What follows belongs to an exercise in optimizing a design on an open flow for small area and a short achievable clock period; a production flow would make more cautious choices.
Where RTL was checked, it was by simulation tests only, not by an equivalence proof against the original.
Power figures rest on the tool's default switching activity, not on a simulated workload.

fjord:
==> flow/design.v (excerpt) <==
module CPU(
	input logic clk,
	input logic [15:0] inM,
	input logic [15:0] instruction,
	input logic reset,
	output logic [15:0] outM,
	output logic writeM,
	output logic [14:0] addressM,
	output logic [14:0] pc
);
Size in the first run: about 390 cells after synthesis, about 47 flip-flops, roughly 81 I/O pins, ~0.0033 sq mm of cells after synthesis.
clock: 12.5 ns
lec_check: 0
cap_margin: 20
core_margin: 2
core_utilization: 40
setup_slack_margin: 4.6
slew_margin: 20
standard.sh (not shown) runs the stock make flow with config.mk's settings and CLKGATE_MAP_FILE= SYNTH_SCRIPT=/design/flow/synth_recipe.tcl, a recipe that flattens the netlist after the stock synthesis.
==> flow/flow/run.sh <==
#!/bin/bash
# Layout flow: the standard ORFS flow (standard.sh) with two changes:
#  - synthesis maps the logic with the ABC script in flow/abc.script
#    (ORFS's synth.tcl otherwise unchanged; same -nofsm -noshare, flatten and renames)
#  - port buffers are sky130_fd_sc_hd__buf_1 instead of the default choice
set -euo pipefail
W=$PWD
sed "s#log_cmd abc {\*}\$abc_args#log_cmd abc {*}[lreplace \$abc_args 1 1 $W/flow/abc.script]#" \
  "$FLOW_HOME/scripts/synth.tcl" > "$W/synth_custom.tcl"
grep -q "flow/abc.script" "$W/synth_custom.tcl"
sed "s#\$::env(SCRIPTS_DIR)/synth.tcl#$W/synth_custom.tcl#" synth_recipe.tcl > "$W/synth_top.tcl"
grep -q "synth_custom.tcl" "$W/synth_top.tcl"
EXTRA=()
if [[ -f flow/make_args.txt ]]; then mapfile -t EXTRA < <(grep -v '^\s*$' flow/make_args.txt); fi
bash standard.sh SYNTH_SCRIPT="$W/synth_top.tcl" \
  "BUFFER_PORTS_ARGS=-buffer_cell sky130_fd_sc_hd__buf_1" "${EXTRA[@]}" finish > "$W/flow.log" 2>&1
==> flow/flow/abc.script <==
strash; dch; map -a; topo; stime -c
==> flow/flow/make_args.txt <==
SYNTH_KEEP_MODULES=hk_inv hk_and2 hk_nand2 hk_nor2 hk_nand3 hk_xor2 hk_xnor2 hk_aoi22 hk_aoi21 hk_oai21 hk_o22ai
CTS_ARGS=-sink_clustering_enable -repair_clock_nets -dont_use_dummy_load
fjord went all the way through the flow, and no timing, DRC or antenna check failed.
--- input diff fjord..pepper ---
Settings: a change of SETUP_SLACK_MARGIN from 4.6 to 5.0.
==> run summary <==
pepper vs. fjord: power attributed to combinational cells went up by about 20%. The clock share of power reported for pepper is smaller than that of fjord by 1.2 points. Between pepper and fjord, the final sum of negative setup slack figures differ only marginally.
### pepper -> raven
Settings: SETUP_SLACK_MARGIN now 4.5, was 5.0.
diff --git a/flow/flow/make_args.txt b/flow/flow/make_args.txt
--- a/flow/flow/make_args.txt
+++ b/flow/flow/make_args.txt
@@ -2 +2,2 @@
 CTS_ARGS=-sink_clustering_enable -repair_clock_nets -dont_use_dummy_load
+DONT_USE_CELLS=sky130_fd_sc_hd__probe_p_8 sky130_fd_sc_hd__probec_p_8 sky130_fd_sc_hd__lpflow_bleeder_1 sky130_fd_sc_hd__lpflow_clkbufkapwr_1 sky130_fd_sc_hd__lpflow_clkbufkapwr_16 sky130_fd_sc_hd__lpflow_clkbufkapwr_2 sky130_fd_sc_hd__lpflow_clkbufkapwr_4 sky130_fd_sc_hd__lpflow_clkbufkapwr_8 sky130_fd_sc_hd__lpflow_clkinvkapwr_1 sky130_fd_sc_hd__lpflow_clkinvkapwr_16 sky130_fd_sc_hd__lpflow_clkinvkapwr_2 sky130_fd_sc_hd__lpflow_clkinvkapwr_4 sky130_fd_sc_hd__lpflow_clkinvkapwr_8 sky130_fd_sc_hd__lpflow_decapkapwr_12 sky130_fd_sc_hd__lpflow_decapkapwr_3 sky130_fd_sc_hd__lpflow_decapkapwr_4 sky130_fd_sc_hd__lpflow_decapkapwr_6 sky130_fd_sc_hd__lpflow_decapkapwr_8 sky130_fd_sc_hd__lpflow_inputiso0n_1 sky130_fd_sc_hd__lpflow_inputiso0p_1 sky130_fd_sc_hd__lpflow_inputiso1n_1 sky130_fd_sc_hd__lpflow_inputiso1p_1 sky130_fd_sc_hd__lpflow_inputisolatch_1 sky130_fd_sc_hd__lpflow_isobufsrc_1 sky130_fd_sc_hd__lpflow_isobufsrc_16 sky130_fd_sc_hd__lpflow_isobufsrc_2 sky130_fd_sc_hd__lpflow_isobufsrc_4 sky130_fd_sc_hd__lpflow_isobufsrc_8 sky130_fd_sc_hd__lpflow_isobufsrckapwr_16 sky130_fd_sc_hd__lpflow_lsbuf_lh_hl_isowell_tap_1 sky130_fd_sc_hd__lpflow_lsbuf_lh_hl_isowell_tap_2 sky130_fd_sc_hd__lpflow_lsbuf_lh_hl_isowell_tap_4 sky130_fd_sc_hd__lpflow_lsbuf_lh_isowell_4 sky130_fd_sc_hd__lpflow_lsbuf_lh_isowell_tap_1 sky130_fd_sc_hd__lpflow_lsbuf_lh_isowell_tap_2 sky130_fd_sc_hd__lpflow_lsbuf_lh_isowell_tap_4  sky130_fd_sc_hd__o21ai_0 sky130_fd_sc_hd__a21boi_0 sky130_fd_sc_hd__and2_0 sky130_fd_sc_hd__or2_0 sky130_fd_sc_hd__o311ai_0
[summary]
Of the two values seen for end point of the critical path, outM[15] was produced by raven and outM[10] by pepper.
NOTE: post-layout minimum cycle time in raven exceeds that of pepper
Design area improves in raven relative to pepper.
Compared to pepper, raven has fraction of power consumed by the clock network 1.2 points higher.
Taking raven as 1.0, pepper lands at 1.11 on total power.
Input-level comparison between indigo and raven:
Settings: changing SETUP_SLACK_MARGIN from 4.5 to 4.25.
==> flow/flow/make_args.txt <==
SYNTH_KEEP_MODULES=hk_inv hk_and2 hk_nand2 hk_nor2 hk_nand3 hk_xor2 hk_xnor2 hk_aoi22 hk_aoi21 hk_oai21 hk_o22ai
CTS_ARGS=-sink_clustering_enable -repair_clock_nets -dont_use_dummy_load
Results
indigo went all the way through synthesis, placement and routing and the layout is clean on timing, DRC and antenna.
~same overflow left after global routing in raven and indigo
Summary of indigo over raven: power density relative to cell area went up, shortest period the worst path allows has increased.
In indigo, the global-route usage came out 0.82 points below the value in raven.
| routed length on met2 | higher: raven |
Cell area went down by a few percent going from raven to indigo.
On met3 routed wirelength: between raven and indigo, it ends up higher for raven.
Of raven and indigo, the higher max-slew headroom at the worst pin belongs to indigo.
indigo drops fewer vias than raven.
Diff raven and indigo: combinational fraction of design power higher in raven


The RTL this note starts from:
==> flow/design.v <==
module CPU(
	input logic clk,
	input logic [15:0] inM,
	input logic [15:0] instruction,
	input logic reset,
	output logic [15:0] outM,
	output logic writeM,
	output logic [14:0] addressM,
	output logic [14:0] pc
);
	logic [15:0] A, D;
	logic [14:0] PC;
	wire c  = instruction[15];
	wire am = instruction[12];
	wire zx = instruction[11];
	wire nx = instruction[10];
	wire zy = instruction[9];
	wire ny = instruction[8];
	wire f  = instruction[7];
	wire no = instruction[6];
	wire kx0 = c & ~(zx ^ nx);
	wire kx1 = c & nx;
	wire kI  = ~c;
	wire ky0 = c & ~(zy ^ ny);
	wire ky1 = c & ny;
	wire kM0 = ky0 & am;
	wire kM1 = ky1 & am;
	wire kA0 = ky0 & ~am;
	wire kA1 = ky1 & ~am;
	wire fe  = f | ~c;
	wire noe = no & c;
	wire [15:0] xi = {1'b0, instruction[14:0]};
	wire [15:0] x = (D & {16{kx0}}) | (~D & {16{kx1}}) | (xi & {16{kI}});
	wire [15:0] y = (A & {16{kA0}}) | (~A & {16{kA1}}) | (inM & {16{kM0}}) | (~inM & {16{kM1}});
	wire [15:0] g = x & y;
	wire [15:0] p = x ^ y;
	wire [15:0] gf = g & {16{fe}};
	wire g0 = gf[1] | (p[1] & gf[0]);
	wire p0 = p[1] & p[0];
	wire g1 = gf[3] | (p[3] & gf[2]);
	wire p1 = p[3] & p[2];
	wire g2 = gf[5] | (p[5] & gf[4]);
	wire p2 = p[5] & p[4];
	wire g3 = gf[7] | (p[7] & gf[6]);
	wire p3 = p[7] & p[6];
	wire g4 = gf[9] | (p[9] & gf[8]);
	wire p4 = p[9] & p[8];
	wire g5 = gf[11] | (p[11] & gf[10]);
	wire p5 = p[11] & p[10];
	wire g6 = gf[13] | (p[13] & gf[12]);
	wire p6 = p[13] & p[12];
	wire g7 = gf[15] | (p[15] & gf[14]);
	wire p7 = p[15] & p[14];
	wire g8 = gf[2] | (p[2] & g0);
	wire p8 = p[2] & p0;
	wire g9 = g1 | (p1 & g0);
	wire p9 = p1 & p0;
	wire g10 = gf[6] | (p[6] & g2);
	wire p10 = p[6] & p2;
	wire g11 = g3 | (p3 & g2);
	wire p11 = p3 & p2;
	wire g12 = gf[10] | (p[10] & g4);
	wire p12 = p[10] & p4;
	wire g13 = g5 | (p5 & g4);
	wire p13 = p5 & p4;
	wire g14 = gf[14] | (p[14] & g6);
	wire p14 = p[14] & p6;
	wire g15 = g7 | (p7 & g6);
	wire p15 = p7 & p6;
	wire g16 = gf[4] | (p[4] & g9);
	wire p16 = p[4] & p9;
	wire g17 = g2 | (p2 & g9);
	wire p17 = p2 & p9;
	wire g18 = g10 | (p10 & g9);
	wire p18 = p10 & p9;
	wire g19 = g11 | (p11 & g9);
	wire p19 = p11 & p9;
	wire g20 = gf[12] | (p[12] & g13);
	wire p20 = p[12] & p13;
	wire g21 = g6 | (p6 & g13);
	wire p21 = p6 & p13;
	wire g22 = g14 | (p14 & g13);
	wire p22 = p14 & p13;
	wire g23 = g15 | (p15 & g13);
	wire p23 = p15 & p13;
	wire g24 = gf[8] | (p[8] & g19);
	wire p24 = p[8] & p19;
	wire g25 = g4 | (p4 & g19);
	wire p25 = p4 & p19;
	wire g26 = g12 | (p12 & g19);
	wire p26 = p12 & p19;
	wire g27 = g13 | (p13 & g19);
	wire p27 = p13 & p19;
	wire g28 = g20 | (p20 & g19);
	wire p28 = p20 & p19;
	wire g29 = g21 | (p21 & g19);
	wire p29 = p21 & p19;
	wire g30 = g22 | (p22 & g19);
	wire p30 = p22 & p19;
	wire g31 = g23 | (p23 & g19);
	wire p31 = p23 & p19;
	wire [15:0] cin = {g30, g29, g28, g27, g26, g25, g24, g19, g18, g17, g16, g9, g8, g0, gf[0], 1'b0};
	wire [15:0] t = (fe ? p : g) ^ {16{noe}};
	assign outM = t ^ cin;
	wire zr = (outM == 16'd0);
	wire ng = outM[15];
	wire jmp = c & ((instruction[2] & ng) | (instruction[1] & zr) | (instruction[0] & ~ng & ~zr));
	always_ff @(posedge clk) begin
		if (~c | instruction[5]) A <= outM;
		if (c & instruction[4]) D <= outM;
		if (reset) PC <= 15'd0;
		else if (jmp) PC <= A[14:0];
		else PC <= PC + 15'd1;
	end
	assign writeM = c & instruction[3];
	assign addressM = A[14:0];
	assign pc = PC;
endmodule
Settings: LEC_CHECK=0, CAP_MARGIN=20, CORE_MARGIN=2, CORE_UTILIZATION=40, SETUP_SLACK_MARGIN=4.5, SLEW_MARGIN=20; clock period 12.5 ns.
==> flow/flow/make_args.txt <==
Scripts as last shown in full above: flow/flow/run.sh, flow/flow/abc.script
The starting point went through all stages and came out clean.
Then changed:
==> flow/flow/make_args.txt (replaced) <==
ADDER_MAP_FILE=
Result: Non-clock buffer count increases by 8; cell count increases by 1.9%; worst setup slack degrades by 0.096 ns; power came out lower by 43%; flip-flop and latch count does not change; die area fell by 3.9%; fmax decreases by 1.2%; wire length increases by 1.7%; combinational power falls by 60%; global-route usage climbs by 0.39 points; final area falls by 0.69%.
No run of this note included a check of the RTL's function; only the layout flow was run.


CPU, a different RTL version from the one above (not shown whole).
Size: roughly 81 I/O pins, about 3200 sq um of cells after synthesis.
export LEC_CHECK = 0
export CAP_MARGIN = 20
export CORE_MARGIN = 2
export CORE_UTILIZATION = 40
export SETUP_SLACK_MARGIN = 4.5
export SLEW_MARGIN = 20
create_clock -name core_clock -period 12.5 [get_ports {clk}]
==> flow/flow/make_args.txt <==
SYNTH_KEEP_MODULES=hk_inv hk_a22o hk_and2 hk_nand2 hk_nor2 hk_nand3 hk_xor2 hk_xnor2 hk_aoi22 hk_aoi21 hk_oai21 hk_o22ai
CTS_ARGS=-sink_clustering_enable -repair_clock_nets -dont_use_dummy_load
Scripts as last shown in full above: flow/flow/run.sh, flow/flow/abc.script
The baseline ran to the end with no violations.
Then changed:
- SETUP_SLACK_MARGIN: 4.5 -> 5.0
Effect: Setup slack improves by 0.39 ns. Critical path depth falls by 1. Final area rises by about 9%. Clock power rises by 3.1%. Non-clock buffer count rises by 7. Global-route usage falls by 0.45 points. Final cell count rises by about 1.3%. Synthesized area does not change.
No run of this note included a check of the RTL's function; only the layout flow was run.

-- afterwards: timing with drivers on the ports --
In the flow no input, the clock included, has a driving cell. The finished layouts below were timed again as built, in two steps.
Step 1, drivers: a clkbuf_16 drives clk and a buf_2 each remaining input, both assumed.
Step 2 moves the port delays by t, midway between the first and last clock arrival at a register: inputs arrive t later, outputs are due t later. That takes back most of the time a late clock gives input paths.
Three values: ideal ports, drivers, drivers and shift; two values: the first two.
run | t (ns) | setup slack, ns | worst hold slack (ns) | worst setup path at the end | clock arrival spread, ns
fjord | 0.327 | 4.808 / 4.774 / 4.774 | 0.510 / 0.510 / 0.510 | input to output | 0.022 / 0.022
pepper | 0.329 | 5.074 / 5.018 / 5.018 | 0.522 / 0.522 / 0.522 | input to output | 0.019 / 0.019
raven | 0.323 | 4.747 / 4.722 / 4.722 | 0.519 / 0.519 / 0.519 | input to output | 0.015 / 0.014
indigo | 0.327 | 4.683 / 4.649 / 4.649 | 0.514 / 0.514 / 0.514 | input to output | 0.016 / 0.016
the first run of note 2 | 0.338 | 4.742 / 4.704 / 4.704 | 0.530 / 0.530 / 0.530 | input to output | 0.005 / 0.005
the second run of note 2 | 0.336 | 4.646 / 4.620 / 4.620 | 0.560 / 0.560 / 0.560 | input to output | 0.008 / 0.008
the first run of note 3 | 0.327 | 4.658 / 4.630 / 4.630 | 0.519 / 0.519 / 0.519 | input to output | 0.024 / 0.024
the second run of note 3 | 0.333 | 5.044 / 4.991 / 4.991 | 0.514 / 0.514 / 0.514 | input to output | 0.023 / 0.023
After both steps setup and hold are still met in every run listed. For pepper, which loses most, drivers alone change the setup slack by -0.056 ns; drivers and shift together by -0.056 ns.
